What follows belongs to an exercise in optimizing a design on an open flow for small area; a production flow would make more cautious choices.
In this exercise RTL edits were held to simulation tests only and were not proved equivalent to the original.

==> design.v <==
module pid (
  input                      clk    ,
  input                      reset  ,
  input  logic signed [15:0] refer  ,
  input  logic signed [15:0] data   ,
  input                      enable ,
  output logic        [11:0] pend
);
  logic signed [16:0] error;      
  logic        [15:0] ctl;
  wire n1 = refer[0] ^ ~data[0] ^ 1'b1;
  wire n2 = (refer[0] & ~data[0]) | (refer[0] & 1'b1) | (~data[0] & 1'b1);
  wire n3 = refer[1] ^ ~data[1] ^ n2;
  wire n4 = (refer[1] & ~data[1]) | (refer[1] & n2) | (~data[1] & n2);
  wire n5 = refer[2] ^ ~data[2] ^ n4;
  wire n6 = (refer[2] & ~data[2]) | (refer[2] & n4) | (~data[2] & n4);
  wire n7 = refer[3] ^ ~data[3] ^ n6;
  wire n8 = (refer[3] & ~data[3]) | (refer[3] & n6) | (~data[3] & n6);
  wire n9 = refer[4] ^ ~data[4] ^ n8;
  wire n10 = (refer[4] & ~data[4]) | (refer[4] & n8) | (~data[4] & n8);
  wire n11 = refer[5] ^ ~data[5] ^ n10;
  wire n12 = (refer[5] & ~data[5]) | (refer[5] & n10) | (~data[5] & n10);
  wire n13 = refer[6] ^ ~data[6] ^ n12;
  wire n14 = (refer[6] & ~data[6]) | (refer[6] & n12) | (~data[6] & n12);
  wire n15 = refer[7] ^ ~data[7] ^ n14;
  wire n16 = (refer[7] & ~data[7]) | (refer[7] & n14) | (~data[7] & n14);
  wire n17 = refer[8] ^ ~data[8] ^ n16;
  wire n18 = (refer[8] & ~data[8]) | (refer[8] & n16) | (~data[8] & n16);
  wire n19 = refer[9] ^ ~data[9] ^ n18;
  wire n20 = (refer[9] & ~data[9]) | (refer[9] & n18) | (~data[9] & n18);
  wire n21 = refer[10] ^ ~data[10] ^ n20;
  wire n22 = (refer[10] & ~data[10]) | (refer[10] & n20) | (~data[10] & n20);
  wire n23 = refer[11] ^ ~data[11] ^ n22;
  wire n24 = (refer[11] & ~data[11]) | (refer[11] & n22) | (~data[11] & n22);
  wire n25 = refer[12] ^ ~data[12] ^ n24;
  wire n26 = (refer[12] & ~data[12]) | (refer[12] & n24) | (~data[12] & n24);
  wire n27 = refer[13] ^ ~data[13] ^ n26;
  wire n28 = (refer[13] & ~data[13]) | (refer[13] & n26) | (~data[13] & n26);
  wire n29 = refer[14] ^ ~data[14] ^ n28;
  wire n30 = (refer[14] & ~data[14]) | (refer[14] & n28) | (~data[14] & n28);
  wire n31 = refer[15] ^ ~data[15] ^ n30;
  wire n32 = (refer[15] & ~data[15]) | (refer[15] & n30) | (~data[15] & n30);
  wire n33 = refer[15] ^ ~data[15] ^ n32;
  wire n34 = (refer[15] & ~data[15]) | (refer[15] & n32) | (~data[15] & n32);
  wire [16:0] e_new = {n33, n31, n29, n27, n25, n23, n21, n19, n17, n15, n13, n11, n9, n7, n5, n3, n1};
  wire n35 = e_new[8] ^ e_new[6];
  wire n36 = e_new[8] & e_new[6];
  wire n37 = e_new[9] ^ e_new[7] ^ e_new[6];
  wire n38 = (e_new[9] & e_new[7]) | (e_new[9] & e_new[6]) | (e_new[7] & e_new[6]);
  wire n39 = e_new[10] ^ e_new[8] ^ e_new[7];
  wire n40 = (e_new[10] & e_new[8]) | (e_new[10] & e_new[7]) | (e_new[8] & e_new[7]);
  wire n41 = e_new[11] ^ e_new[9] ^ e_new[8];
  wire n42 = (e_new[11] & e_new[9]) | (e_new[11] & e_new[8]) | (e_new[9] & e_new[8]);
  wire n43 = e_new[12] ^ e_new[10] ^ e_new[9];
  wire n44 = (e_new[12] & e_new[10]) | (e_new[12] & e_new[9]) | (e_new[10] & e_new[9]);
  wire n45 = e_new[13] ^ e_new[11] ^ e_new[10];
  wire n46 = (e_new[13] & e_new[11]) | (e_new[13] & e_new[10]) | (e_new[11] & e_new[10]);
  wire n47 = e_new[14] ^ e_new[12] ^ e_new[11];
  wire n48 = (e_new[14] & e_new[12]) | (e_new[14] & e_new[11]) | (e_new[12] & e_new[11]);
  wire n49 = e_new[15] ^ e_new[13] ^ e_new[12];
  wire n50 = (e_new[15] & e_new[13]) | (e_new[15] & e_new[12]) | (e_new[13] & e_new[12]);
  wire n51 = ~e_new[16] ^ e_new[14] ^ e_new[13];
  wire n52 = (~e_new[16] & e_new[14]) | (~e_new[16] & e_new[13]) | (e_new[14] & e_new[13]);
  wire n53 = e_new[10] ^ e_new[9];
  wire n54 = e_new[10] & e_new[9];
  wire n55 = e_new[15] ^ e_new[14] ^ e_new[11];
  wire n56 = (e_new[15] & e_new[14]) | (e_new[15] & e_new[11]) | (e_new[14] & e_new[11]);
  wire n57 = e_new[10] ^ e_new[8];
  wire n58 = e_new[10] & e_new[8];
  wire n59 = ~e_new[16] ^ e_new[15] ^ e_new[12];
  wire n60 = (~e_new[16] & e_new[15]) | (~e_new[16] & e_new[12]) | (e_new[15] & e_new[12]);
  wire n61 = e_new[7] ^ e_new[5];
  wire n62 = e_new[7] & e_new[5];
  wire n63 = e_new[5] ^ e_new[2] ^ e_new[1];
  wire n64 = (e_new[5] & e_new[2]) | (e_new[5] & e_new[1]) | (e_new[2] & e_new[1]);
  wire n65 = ~error[0] ^ 1'b1;
  wire n66 = ~error[0] & 1'b1;
  wire n67 = e_new[3] ^ e_new[2] ^ e_new[0];
  wire n68 = (e_new[3] & e_new[2]) | (e_new[3] & e_new[0]) | (e_new[2] & e_new[0]);
  wire n69 = ~error[1] ^ n36 ^ n37;
  wire n70 = (~error[1] & n36) | (~error[1] & n37) | (n36 & n37);
  wire n71 = e_new[4] ^ e_new[3] ^ e_new[1];
  wire n72 = (e_new[4] & e_new[3]) | (e_new[4] & e_new[1]) | (e_new[3] & e_new[1]);
  wire n73 = ~error[2] ^ n38 ^ n39;
  wire n74 = (~error[2] & n38) | (~error[2] & n39) | (n38 & n39);
  wire n75 = e_new[5] ^ e_new[4] ^ e_new[2];
  wire n76 = (e_new[5] & e_new[4]) | (e_new[5] & e_new[2]) | (e_new[4] & e_new[2]);
  wire n77 = ~error[3] ^ n40 ^ n41;
  wire n78 = (~error[3] & n40) | (~error[3] & n41) | (n40 & n41);
  wire n79 = e_new[6] ^ e_new[5] ^ e_new[3];
  wire n80 = (e_new[6] & e_new[5]) | (e_new[6] & e_new[3]) | (e_new[5] & e_new[3]);
  wire n81 = ~error[4] ^ n42 ^ n43;
  wire n82 = (~error[4] & n42) | (~error[4] & n43) | (n42 & n43);
  wire n83 = e_new[7] ^ e_new[6] ^ e_new[4];
  wire n84 = (e_new[7] & e_new[6]) | (e_new[7] & e_new[4]) | (e_new[6] & e_new[4]);
  wire n85 = ~error[5] ^ n44 ^ n45;
  wire n86 = (~error[5] & n44) | (~error[5] & n45) | (n44 & n45);
  wire n87 = e_new[8] ^ e_new[7] ^ e_new[5];
  wire n88 = (e_new[8] & e_new[7]) | (e_new[8] & e_new[5]) | (e_new[7] & e_new[5]);
  wire n89 = ~error[6] ^ n46 ^ n47;
  wire n90 = (~error[6] & n46) | (~error[6] & n47) | (n46 & n47);
  wire n91 = e_new[9] ^ e_new[8] ^ e_new[6];
  wire n92 = (e_new[9] & e_new[8]) | (e_new[9] & e_new[6]) | (e_new[8] & e_new[6]);
  wire n93 = ~error[7] ^ n48 ^ n49;
  wire n94 = (~error[7] & n48) | (~error[7] & n49) | (n48 & n49);
  wire n95 = e_new[7] ^ ~error[8] ^ 1'b1;
  wire n96 = (e_new[7] & ~error[8]) | (e_new[7] & 1'b1) | (~error[8] & 1'b1);
  wire n97 = n50 ^ n51 ^ n53;
  wire n98 = (n50 & n51) | (n50 & n53) | (n51 & n53);
  wire n99 = ~error[9] ^ 1'b1 ^ n52;
  wire n100 = (~error[9] & 1'b1) | (~error[9] & n52) | (1'b1 & n52);
  wire n101 = n54 ^ n55 ^ n57;
  wire n102 = (n54 & n55) | (n54 & n57) | (n55 & n57);
  wire n103 = e_new[11] ^ e_new[9] ^ ~error[10];
  wire n104 = (e_new[11] & e_new[9]) | (e_new[11] & ~error[10]) | (e_new[9] & ~error[10]);
  wire n105 = n56 ^ n58 ^ n59;
  wire n106 = (n56 & n58) | (n56 & n59) | (n58 & n59);
  wire n107 = ~e_new[16] ^ e_new[13] ^ e_new[12];
  wire n108 = (~e_new[16] & e_new[13]) | (~e_new[16] & e_new[12]) | (e_new[13] & e_new[12]);
  wire n109 = e_new[10] ^ ~error[11] ^ n60;
  wire n110 = (e_new[10] & ~error[11]) | (e_new[10] & n60) | (~error[11] & n60);
  wire n111 = e_new[14] ^ e_new[13] ^ e_new[11];
  wire n112 = (e_new[14] & e_new[13]) | (e_new[14] & e_new[11]) | (e_new[13] & e_new[11]);
  wire n113 = ~error[12] ^ 1'b1;
  wire n114 = ~error[12] & 1'b1;
  wire n115 = e_new[15] ^ e_new[14] ^ e_new[12];
  wire n116 = (e_new[15] & e_new[14]) | (e_new[15] & e_new[12]) | (e_new[14] & e_new[12]);
  wire n117 = ~error[13] ^ 1'b1;
  wire n118 = ~error[13] & 1'b1;
  wire n119 = ~e_new[16] ^ e_new[15] ^ e_new[13];
  wire n120 = (~e_new[16] & e_new[15]) | (~e_new[16] & e_new[13]) | (e_new[15] & e_new[13]);
  wire n121 = e_new[6] ^ e_new[4];
  wire n122 = e_new[6] & e_new[4];
  wire n123 = e_new[4] ^ e_new[1] ^ e_new[0];
  wire n124 = (e_new[4] & e_new[1]) | (e_new[4] & e_new[0]) | (e_new[1] & e_new[0]);
  wire n125 = n35 ^ n62 ^ n63;
  wire n126 = (n35 & n62) | (n35 & n63) | (n62 & n63);
  wire n127 = n64 ^ n66 ^ n67;
  wire n128 = (n64 & n66) | (n64 & n67) | (n66 & n67);
  wire n129 = n68 ^ n70 ^ n71;
  wire n130 = (n68 & n70) | (n68 & n71) | (n70 & n71);
  wire n131 = n72 ^ n74 ^ n75;
  wire n132 = (n72 & n74) | (n72 & n75) | (n74 & n75);
  wire n133 = n76 ^ n78 ^ n79;
  wire n134 = (n76 & n78) | (n76 & n79) | (n78 & n79);
  wire n135 = n80 ^ n82 ^ n83;
  wire n136 = (n80 & n82) | (n80 & n83) | (n82 & n83);
  wire n137 = n84 ^ n86 ^ n87;
  wire n138 = (n84 & n86) | (n84 & n87) | (n86 & n87);
  wire n139 = n88 ^ n90 ^ n91;
  wire n140 = (n88 & n90) | (n88 & n91) | (n90 & n91);
  wire n141 = n92 ^ n94 ^ n95;
  wire n142 = (n92 & n94) | (n92 & n95) | (n94 & n95);
  wire n143 = n96 ^ n98 ^ n99;
  wire n144 = (n96 & n98) | (n96 & n99) | (n98 & n99);
  wire n145 = n100 ^ n102 ^ n103;
  wire n146 = (n100 & n102) | (n100 & n103) | (n102 & n103);
  wire n147 = n104 ^ n106 ^ n107;
  wire n148 = (n104 & n106) | (n104 & n107) | (n106 & n107);
  wire n149 = n108 ^ n110 ^ n111;
  wire n150 = (n108 & n110) | (n108 & n111) | (n110 & n111);
  wire n151 = n112 ^ n114 ^ n115;
  wire n152 = (n112 & n114) | (n112 & n115) | (n114 & n115);
  wire n153 = ~error[14] ^ n116 ^ n118;
  wire n154 = (~error[14] & n116) | (~error[14] & n118) | (n116 & n118);
  wire n155 = ~e_new[16] ^ e_new[14] ^ ~error[15];
  wire n156 = (~e_new[16] & e_new[14]) | (~e_new[16] & ~error[15]) | (e_new[14] & ~error[15]);
  wire n157 = e_new[3] ^ e_new[1];
  wire n158 = e_new[3] & e_new[1];
  wire n159 = e_new[4] ^ e_new[2] ^ e_new[1];
  wire n160 = (e_new[4] & e_new[2]) | (e_new[4] & e_new[1]) | (e_new[2] & e_new[1]);
  wire n161 = e_new[5] ^ e_new[3] ^ e_new[2];
  wire n162 = (e_new[5] & e_new[3]) | (e_new[5] & e_new[2]) | (e_new[3] & e_new[2]);
  wire n163 = e_new[3] ^ e_new[0] ^ n121;
  wire n164 = (e_new[3] & e_new[0]) | (e_new[3] & n121) | (e_new[0] & n121);
  wire n165 = n61 ^ n122 ^ n123;
  wire n166 = (n61 & n122) | (n61 & n123) | (n122 & n123);
  wire n167 = n65 ^ n124 ^ n125;
  wire n168 = (n65 & n124) | (n65 & n125) | (n124 & n125);
  wire n169 = n69 ^ n126 ^ n127;
  wire n170 = (n69 & n126) | (n69 & n127) | (n126 & n127);
  wire n171 = n73 ^ n128 ^ n129;
  wire n172 = (n73 & n128) | (n73 & n129) | (n128 & n129);
  wire n173 = n77 ^ n130 ^ n131;
  wire n174 = (n77 & n130) | (n77 & n131) | (n130 & n131);
  wire n175 = n81 ^ n132 ^ n133;
  wire n176 = (n81 & n132) | (n81 & n133) | (n132 & n133);
  wire n177 = n85 ^ n134 ^ n135;
  wire n178 = (n85 & n134) | (n85 & n135) | (n134 & n135);
  wire n179 = n89 ^ n136 ^ n137;
  wire n180 = (n89 & n136) | (n89 & n137) | (n136 & n137);
  wire n181 = n93 ^ n138 ^ n139;
  wire n182 = (n93 & n138) | (n93 & n139) | (n138 & n139);
  wire n183 = n97 ^ n140 ^ n141;
  wire n184 = (n97 & n140) | (n97 & n141) | (n140 & n141);
  wire n185 = n101 ^ n142 ^ n143;
  wire n186 = (n101 & n142) | (n101 & n143) | (n142 & n143);
  wire n187 = n105 ^ n144 ^ n145;
  wire n188 = (n105 & n144) | (n105 & n145) | (n144 & n145);
  wire n189 = n109 ^ n146 ^ n147;
  wire n190 = (n109 & n146) | (n109 & n147) | (n146 & n147);
  wire n191 = n113 ^ n148 ^ n149;
  wire n192 = (n113 & n148) | (n113 & n149) | (n148 & n149);
  wire n193 = n117 ^ n150 ^ n151;
  wire n194 = (n117 & n150) | (n117 & n151) | (n150 & n151);
  wire n195 = n119 ^ n152 ^ n153;
  wire n196 = (n119 & n152) | (n119 & n153) | (n152 & n153);
  wire n197 = n120 ^ n154 ^ n155;
  wire n198 = (n120 & n154) | (n120 & n155) | (n154 & n155);
  wire n199 = e_new[15] ^ error[16] ^ n156;
  wire n200 = (e_new[15] & error[16]) | (e_new[15] & n156) | (error[16] & n156);
  wire n201 = e_new[2] ^ e_new[0];
  wire n202 = e_new[2] & e_new[0];
  wire n203 = e_new[0] ^ n157 ^ n202;
  wire n204 = (e_new[0] & n157) | (e_new[0] & n202) | (n157 & n202);
  wire n205 = n158 ^ n159 ^ n204;
  wire n206 = (n158 & n159) | (n158 & n204) | (n159 & n204);
  wire n207 = n160 ^ n161 ^ n206;
  wire n208 = (n160 & n161) | (n160 & n206) | (n161 & n206);
  wire n209 = n162 ^ n163 ^ n208;
  wire n210 = (n162 & n163) | (n162 & n208) | (n163 & n208);
  wire n211 = n164 ^ n165 ^ n210;
  wire n212 = (n164 & n165) | (n164 & n210) | (n165 & n210);
  wire n213 = n166 ^ n167 ^ n212;
  wire n214 = (n166 & n167) | (n166 & n212) | (n167 & n212);
  wire n215 = n168 ^ n169 ^ n214;
  wire n216 = (n168 & n169) | (n168 & n214) | (n169 & n214);
  wire n217 = n170 ^ n171 ^ n216;
  wire n218 = (n170 & n171) | (n170 & n216) | (n171 & n216);
  wire n219 = n172 ^ n173 ^ n218;
  wire n220 = (n172 & n173) | (n172 & n218) | (n173 & n218);
  wire n221 = n174 ^ n175 ^ n220;
  wire n222 = (n174 & n175) | (n174 & n220) | (n175 & n220);
  wire n223 = n176 ^ n177 ^ n222;
  wire n224 = (n176 & n177) | (n176 & n222) | (n177 & n222);
  wire n225 = n178 ^ n179 ^ n224;
  wire n226 = (n178 & n179) | (n178 & n224) | (n179 & n224);
  wire n227 = n180 ^ n181 ^ n226;
  wire n228 = (n180 & n181) | (n180 & n226) | (n181 & n226);
  wire n229 = n182 ^ n183 ^ n228;
  wire n230 = (n182 & n183) | (n182 & n228) | (n183 & n228);
  wire n231 = n184 ^ n185 ^ n230;
  wire n232 = (n184 & n185) | (n184 & n230) | (n185 & n230);
  wire n233 = n186 ^ n187 ^ n232;
  wire n234 = (n186 & n187) | (n186 & n232) | (n187 & n232);
  wire n235 = n188 ^ n189 ^ n234;
  wire n236 = (n188 & n189) | (n188 & n234) | (n189 & n234);
  wire n237 = n190 ^ n191 ^ n236;
  wire n238 = (n190 & n191) | (n190 & n236) | (n191 & n236);
  wire n239 = n192 ^ n193 ^ n238;
  wire n240 = (n192 & n193) | (n192 & n238) | (n193 & n238);
  wire n241 = n194 ^ n195 ^ n240;
  wire n242 = (n194 & n195) | (n194 & n240) | (n195 & n240);
  wire n243 = n196 ^ n197 ^ n242;
  wire n244 = (n196 & n197) | (n196 & n242) | (n197 & n242);
  wire n245 = n198 ^ n199 ^ n244;
  wire n246 = (n198 & n199) | (n198 & n244) | (n199 & n244);
  assign ctl = {n245, n243, n241, n239, n237, n235, n233, n231, n229, n227, n225, n223, n221, n219, n217, n215};
  always_ff @(posedge clk or posedge reset)
    if (reset)
      begin
        error <= '0;
        pend  <= '0;
      end
    else if (enable)
      begin
        error <= e_new;
        pend  <= ctl[15] ? 12'd0 : (|ctl[14:12]) ? 12'd4095 : ctl[11:0];
      end
endmodule
module pid_control #(
  parameter SENSOR_ADDR = 16'hDEAD,
  parameter PWM_ADDR    = 16'hDEAD,
  parameter INIT_REFER  = 0       ,
  parameter PWM_WIDTH   = 16      ,
  parameter TEMP_WIDTH  = 16
) (
  input                         clk               ,
  input                         reset             ,
  output logic [TEMP_WIDTH-1:0] temp_address      ,
  output logic                  temp_read         ,
  input        [          31:0] temp_readdata     ,
  input                         temp_readdatavalid,
  input                         temp_waitrequest  ,
  output logic [ PWM_WIDTH-1:0] pwm_address       ,
  output logic                  pwm_write         ,
  output logic [          31:0] pwm_writedata     ,
  input                         pwm_waitrequest   ,
  input        [           1:0] csr_address       ,
  input                         csr_write         ,
  input        [          31:0] csr_writedata     ,
  input                         csr_read          ,
  output logic [          31:0] csr_readdata
);
  localparam logic [2:0] S_RESET = 3'd0,
                         S_IDLE  = 3'd1,
                         S_READ  = 3'd2,
                         S_CALC  = 3'd3,
                         S_RPID  = 3'd4,
                         S_WPID  = 3'd5;
  logic        [ 2:0] state;
  logic signed [15:0] readed_temp;
  logic signed [15:0] refer;
  logic        [15:0] rd_lo;
  logic               rd_hi;
  logic        [11:0] pend;
  logic        [11:0] pwm_val;
  wire idle = (state == S_IDLE) & ~pwm_write;
  wire rpid = (state == S_RPID);
  always_ff @(posedge clk or posedge reset)
    if (reset)
      begin
        refer <= INIT_REFER;
        rd_lo <= '0;
        rd_hi <= 1'b0;
      end
    else
      begin
        if (csr_write)
          begin
            if (csr_address == 2'h0)
              refer <= csr_writedata[15:0];
          end
        else if (csr_read)
          begin
            if (csr_address == 2'h0)
              begin
                rd_lo <= refer;
                rd_hi <= refer[7];
              end
            else if (csr_address == 2'h1)
              begin
                rd_lo <= readed_temp;
                rd_hi <= readed_temp[15];
              end
          end
        else
          begin
            rd_lo <= '0;
            rd_hi <= 1'b0;
          end
      end
  assign csr_readdata = {{16{rd_hi}}, rd_lo};
  always_ff @(posedge clk or posedge reset)
    if (reset)
      begin
        state       <= S_RESET;
        readed_temp <= '0;
        temp_read   <= 1'b0;
        pwm_write   <= 1'b0;
      end
    else
      begin
        temp_read <= idle;
        if (pwm_write)
          begin
            if (!pwm_waitrequest)
              pwm_write <= 1'b0;
          end
        else
          case (state)
            S_RESET : state <= S_IDLE;
            S_IDLE  : if (!temp_waitrequest) state <= S_READ;
            S_READ  :
              if (temp_readdatavalid)
                begin
                  readed_temp <= temp_readdata[15:0];
                  state       <= S_CALC;
                end
            S_CALC  : state <= S_RPID;
            S_RPID  : state <= S_WPID;
            default :
              begin
                pwm_write <= 1'b1;
                state     <= S_IDLE;
              end
          endcase
      end
  always_ff @(posedge clk)
    if (rpid)
      pwm_val <= pend;
  assign temp_address  = temp_read ? SENSOR_ADDR : '0;
  assign pwm_address   = pwm_write ? PWM_ADDR : '0;
  assign pwm_writedata = {20'd0, pwm_val & {12{pwm_write}}};
  pid pid_inst (
    .clk    (clk        ),
    .reset  (reset      ),
    .refer  (refer      ),
    .data   (readed_temp),
    .enable (rpid       ),
    .pend   (pend       )
  );
endmodule
==> run.sh <==
#!/bin/bash
# synth_recipe.tcl (not shown) runs the flow's synth.tcl, then flattens the netlist and writes it again
# the make line also repeats each setting of config.mk as NAME=value (left out here)
make -C /OpenROAD-flow-scripts/flow DESIGN_CONFIG=/design/flow/config.mk WORK_HOME=/design/flow/orfs CLKGATE_MAP_FILE= SYNTH_SCRIPT=/design/flow/synth_recipe.tcl finish
==> config.mk <==
export PLATFORM = sky130hd
export DESIGN_NAME = pid_control
export DESIGN_NICKNAME = pid_control
export VERILOG_FILES = /design/flow/design.v
export SDC_FILE = /design/flow/constraint.sdc
export NUM_CORES = 4
export LEC_CHECK = 0
export CAP_MARGIN = 20
export CORE_MARGIN = 2
export CORE_UTILIZATION = 40
export SLEW_MARGIN = 20
==> constraint.sdc <==
create_clock -name core_clock -period 8.0 [get_ports {clk}]
set_input_delay 1.6000 -clock core_clock [delete_from_list [all_inputs] [get_ports {clk}]]
set_output_delay 1.6000 -clock core_clock [all_outputs]
set_load 0.01 [all_outputs]
==> run_summary.xml <==
<?xml version="1.0" encoding="UTF-8"?>
<metrics>
  <group name="logic_synthesis">
    <metric name="seq_total_area_yosys" unit="%">35.1</metric>
    <metric name="postSynthAreaPerCell" unit="sq um">11.7</metric>
    <metric name="synth.ff_latch_count" unit="">95</metric>
    <metric name="synth_top_cell_by_area" unit="">dfrtp_1</metric>
    <metric name="netlist.area_leader.share" unit="%">29.9</metric>
    <metric name="asyncSetResetFlopFracSynth" unit="%">87.4</metric>
    <metric name="netlist_top_cells_count" unit="">inv_1, fa_1, dfrtp_1</metric>
    <metric name="count_of_unique_library_cells_instantiated_by_yosys" unit="">41</metric>
    <metric name="syn_inst" unit="">595</metric>
    <metric name="syn-cell-area" unit="sq mm">0.00694</metric>
    <metric name="most_common_cell_in_the_synthesized_netlist" unit="">inv_1</metric>
    <metric name="synthTopCellsByArea" unit="">dfrtp_1, fa_1, buf_4</metric>
    <metric name="synth_flop_cell" unit="">dfrtp_1</metric>
    <metric name="number_of_synthesized_flops_with_an_enable_pin" unit="">12</metric>
    <metric name="yosysWarningCount" unit="">2</metric>
  </group>
  <group name="detailed_routing">
    <metric name="viasPerCell" unit="">4.54</metric>
    <metric name="firstDrtPassIters" unit="">4</metric>
    <metric name="post_drt_wl_per_cell" unit="microns">14.6</metric>
    <metric name="postRouteAntennaNets" unit="">0</metric>
    <metric name="drcViolationCount" unit="">0</metric>
    <metric name="first_iter_violations" unit="">108</metric>
    <metric name="via_count" unit="">4283</metric>
    <metric name="postRouteWirelength" unit="mm">13.8</metric>
  </group>
  <group name="sta">
    <metric name="final.hold.worst_slack" unit="ns">0.471</metric>
    <metric name="slew_violations" unit="">0</metric>
    <metric name="finalSetupViolCount" unit="">12</metric>
    <metric name="rsz0062_at_grt" unit="">yes</metric>
    <metric name="timing.fmax" unit="GHz">0.0895</metric>
    <metric name="worst_pin_slew" unit="ns">0.778</metric>
    <metric name="clock_skew_after_layout" unit="ns">0.0109</metric>
    <metric name="final_tns_setup" unit="ns">-37.92</metric>
    <metric name="final.min_clock_period" unit="ns">11.18</metric>
    <metric name="timing.final.hold_violations" unit="">0</metric>
    <metric name="maxSlewHeadroom" unit="%">48.2</metric>
    <metric name="final_critical_path_setup_slack" unit="ns">-3.18</metric>
    <metric name="portion_of_the_clock_cycle_consumed_by_the_worst_path_in_the_final_layout" unit="%">140</metric>
  </group>
  <group name="place">
    <metric name="buffer_ports.inserted" unit="">108</metric>
    <metric name="pre_cts_ws" unit="ns">-3.26</metric>
    <metric name="postPlaceCellArea" unit="sq mm">0.00840</metric>
    <metric name="place.gp.congestion" unit="">0.817</metric>
    <metric name="dpl.hpwl" unit="mm">10.9</metric>
  </group>
  <group name="clocking">
    <metric name="cts.clk_slew.worst_paths" unit="ns">0.07</metric>
    <metric name="worst_skew_pair.late_latency" unit="ns">0.36</metric>
    <metric name="cts-hold-fix-buffers" unit="">0</metric>
    <metric name="cts-root-to-sink-buffers" unit="">2</metric>
    <metric name="clock_sink_count" unit="">95</metric>
    <metric name="tritoncts" unit="">yes</metric>
    <metric name="postCtsSetupBuffers" unit="">0</metric>
    <metric name="htree_num_levels" unit="">3</metric>
    <metric name="clock_tree.root_cell" unit="">clkbuf_16</metric>
    <metric name="cts_inserted_buffers" unit="">9</metric>
  </group>
  <group name="die">
    <metric name="die_area" unit="sq mm">0.0184</metric>
    <metric name="std_cell_rows" unit="">48</metric>
    <metric name="floorplan.initialDensity" unit="%">40.6</metric>
    <metric name="floorplan.die.height" unit="microns">136</metric>
    <metric name="fp.coreArea" unit="sq mm">0.0171</metric>
    <metric name="io_pins" unit="">171</metric>
    <metric name="die_w" unit="microns">136</metric>
  </group>
  <group name="cells_and_area">
    <metric name="fin_util" unit="%">51.0</metric>
    <metric name="final_layout_size_suffix_gt1_share" unit="%">24.7</metric>
    <metric name="antenna-diode-count" unit="">0</metric>
    <metric name="final_area" unit="sq mm">0.00872</metric>
    <metric name="area.growth.synth_to_final" unit="%">25.6</metric>
    <metric name="layout.nets" unit="">896</metric>
  </group>
  <group name="setup_path">
    <metric name="path_max_fanout" unit="">12</metric>
    <metric name="crit_path_max_incr_delay" unit="ns">0.56</metric>
    <metric name="cp.required" unit="ns">8.29</metric>
    <metric name="arrival_time_at_the_worst_endpoint" unit="ns">11.47</metric>
    <metric name="crit_type" unit="">reg -&gt; reg</metric>
    <metric name="critPathCaptureType" unit="">flip-flop</metric>
    <metric name="critPathMostFrequentCell" unit="">fa_2</metric>
    <metric name="cp_slowest_cell" unit="">fa_2</metric>
    <metric name="worstSetupStartpointType" unit="">flip-flop</metric>
  </group>
  <group name="worst_hold_path">
    <metric name="path_class_of_the_lowest_slack_min_delay_path" unit="">reg -&gt; reg</metric>
  </group>
  <group name="status">
    <metric name="failed_layout_checks" unit="">negative setup slack</metric>
    <metric name="run_status" unit="">complete, but fails checks</metric>
  </group>
  <group name="grt">
    <metric name="antenna_violations_before_repair" unit="">0</metric>
    <metric name="grt_pass1_vias" unit="">4616</metric>
    <metric name="grt_pass1_wl" unit="mm">23.2</metric>
    <metric name="grt_remaining_overflow" unit="">0</metric>
    <metric name="grtUsageTotal" unit="%">16.2</metric>
    <metric name="grt_start_max_net_pins" unit="">84</metric>
  </group>
  <group name="run">
    <metric name="timing.max_cap.violations" unit="">0</metric>
  </group>
</metrics>
## state kept, by name, summed over array words and instances, names as in the netlist
signal,count
pid_inst.error,17
pid_inst.pend,12
pwm_val,12
pwm_write,1
rd_hi,1
rd_lo,16
readed_temp,16
refer,16
state,3
temp_read,1
## cell usage in the layout (no fill, tap or decap), drive strengths merged
cell           Yosys  layout
a211oi             1       1
a21boi             1       1
a21o               1       1
a21oi              1       1
a221oi             1       1
a22oi              1       1
and2              14      14
buf               76      56
clkbuf            10      11
clkdlybuf4s50      0     108
clkinv             0       3
conb               1      30
dfrtp             83      83
edfxtp            12      12
fa               101     101
ha                 9       9
inv              113     115
mux2              25      25
mux2i             18      18
nand2             46      46
nand2b             1       1
nand3              2       2
nand4              1       1
nor2               8       8
nor3               2       2
nor4               2       2
o21ai             45      45
o21bai             1       1
o221a             12      12
o22ai              1       1
o41ai              1       1
or3b               2       2
xnor2              2       2
xor2               1       1
## timing repair
item / 4_1_cts / 5_1_grt
setup endpoints to repair: 12 / 12
endpoints found under the hold margin: 0 / 0
gates resized for setup: 5 / 3
## through the flow
step,std cells
after detailed placement,927
after floorplan,624
after global routing,943
after global placement,927
final,943
after CTS,943
## metal layers
metal | share of wire, % | vias to the layer above | routed length (microns) | global-route usage (%)
li1 | - | 1990 | - | -
met1 | 45 | 2140 | 6260 | 22.0
met2 | 47 | 141 | 6520 | 26.3
met3 | 6.1 | 12 | 845 | 3.89
met4 | 1.1 | 0 | 156 | 4.34
met5 | 0 | - | 0 | 0
## critical path: cells and delay by family, from the launching register on
kind                     cells  cell delay [ns]
multiplexers                 1             0.21
AND/OR/NAND/NOR              1             0.04
buffers and inverters       14             0.86
AO/OA/AOI/OAI                1             0.18
adder cells (fa/ha/maj)     28             9.25
XOR/XNOR                     1             0.19
flip-flops                   1             0.39
## cell families (layout without fill, tap and decap cells)
kind of cell / Yosys count / after routing / synth area share (%)
buffers and inverters: 199 / 293 / 14.9
adders and majority gates: 110 / 110 / 30.7
DFF: 95 / 95 / 35.1
and+or+nand+nor: 78 / 78 / 5.50
AOI/OAI and AO/OA: 66 / 66 / 6.65
muxes: 43 / 43 / 6.70
xor gates and xnor gates: 3 / 3 / 0.378
other: 1 / 30 / 0.0540
## worst paths after layout
| check | startpoint | end | slack [ns] | cells past startpoint |
|---|---|---|---|---|
| worst max-delay path | refer[0] | pid_inst.pend[9] | -3.18 | 46 |
| worst min register to register | pid_inst.pend[10] | pwm_val[10] | 0.47 | 0 |
| max in group asynchronous | reset | pid_inst.error[16] | 5.71 | 3 |
| min in group asynchronous | reset | rd_lo[3] | 1.77 | 3 |
| worst max register to register | refer[0] | pid_inst.pend[9] | -3.18 | 46 |
| worst min-delay path | pid_inst.pend[10] | pwm_val[10] | 0.47 | 0 |
## final cells by class
class / instances / area (sq um)
fillers: 1556 / 8390
multi-input cells: 330 / 3760
flip-flops and latches: 95 / 2440
repair buffers: 164 / 1530
inverters: 113 / 425
well taps: 225 / 282
clock buffers: 11 / 253
clock inverters: 5 / 37.5

## separate check: timing with driven ports
The flow's constraints put no driver on any port. The routed layout listed below was extracted and timed again, unchanged, in two steps.
Step 1 sets driving cells, clkbuf_16 on the clock port and buf_2 on the other inputs (assumed; they add their load-dependent delay and slew).
Step 2 also shifts input and output timing later by t, the mid clock arrival at the registers, as if the neighbouring blocks saw the same clock.
Three values: ideal, step 1, step 2; two values: the first two.
shift t [ns]: 0.396
setup WS [ns]: -3.179 / -3.179 / -3.179
worst hold slack (ns): 0.471 / 0.471 / 0.471
worst register clock-pin slew, ns: 0.07 / 0.07
The setup slack of this run moves by 0.000 ns with the drivers and by 0.000 ns with both steps.
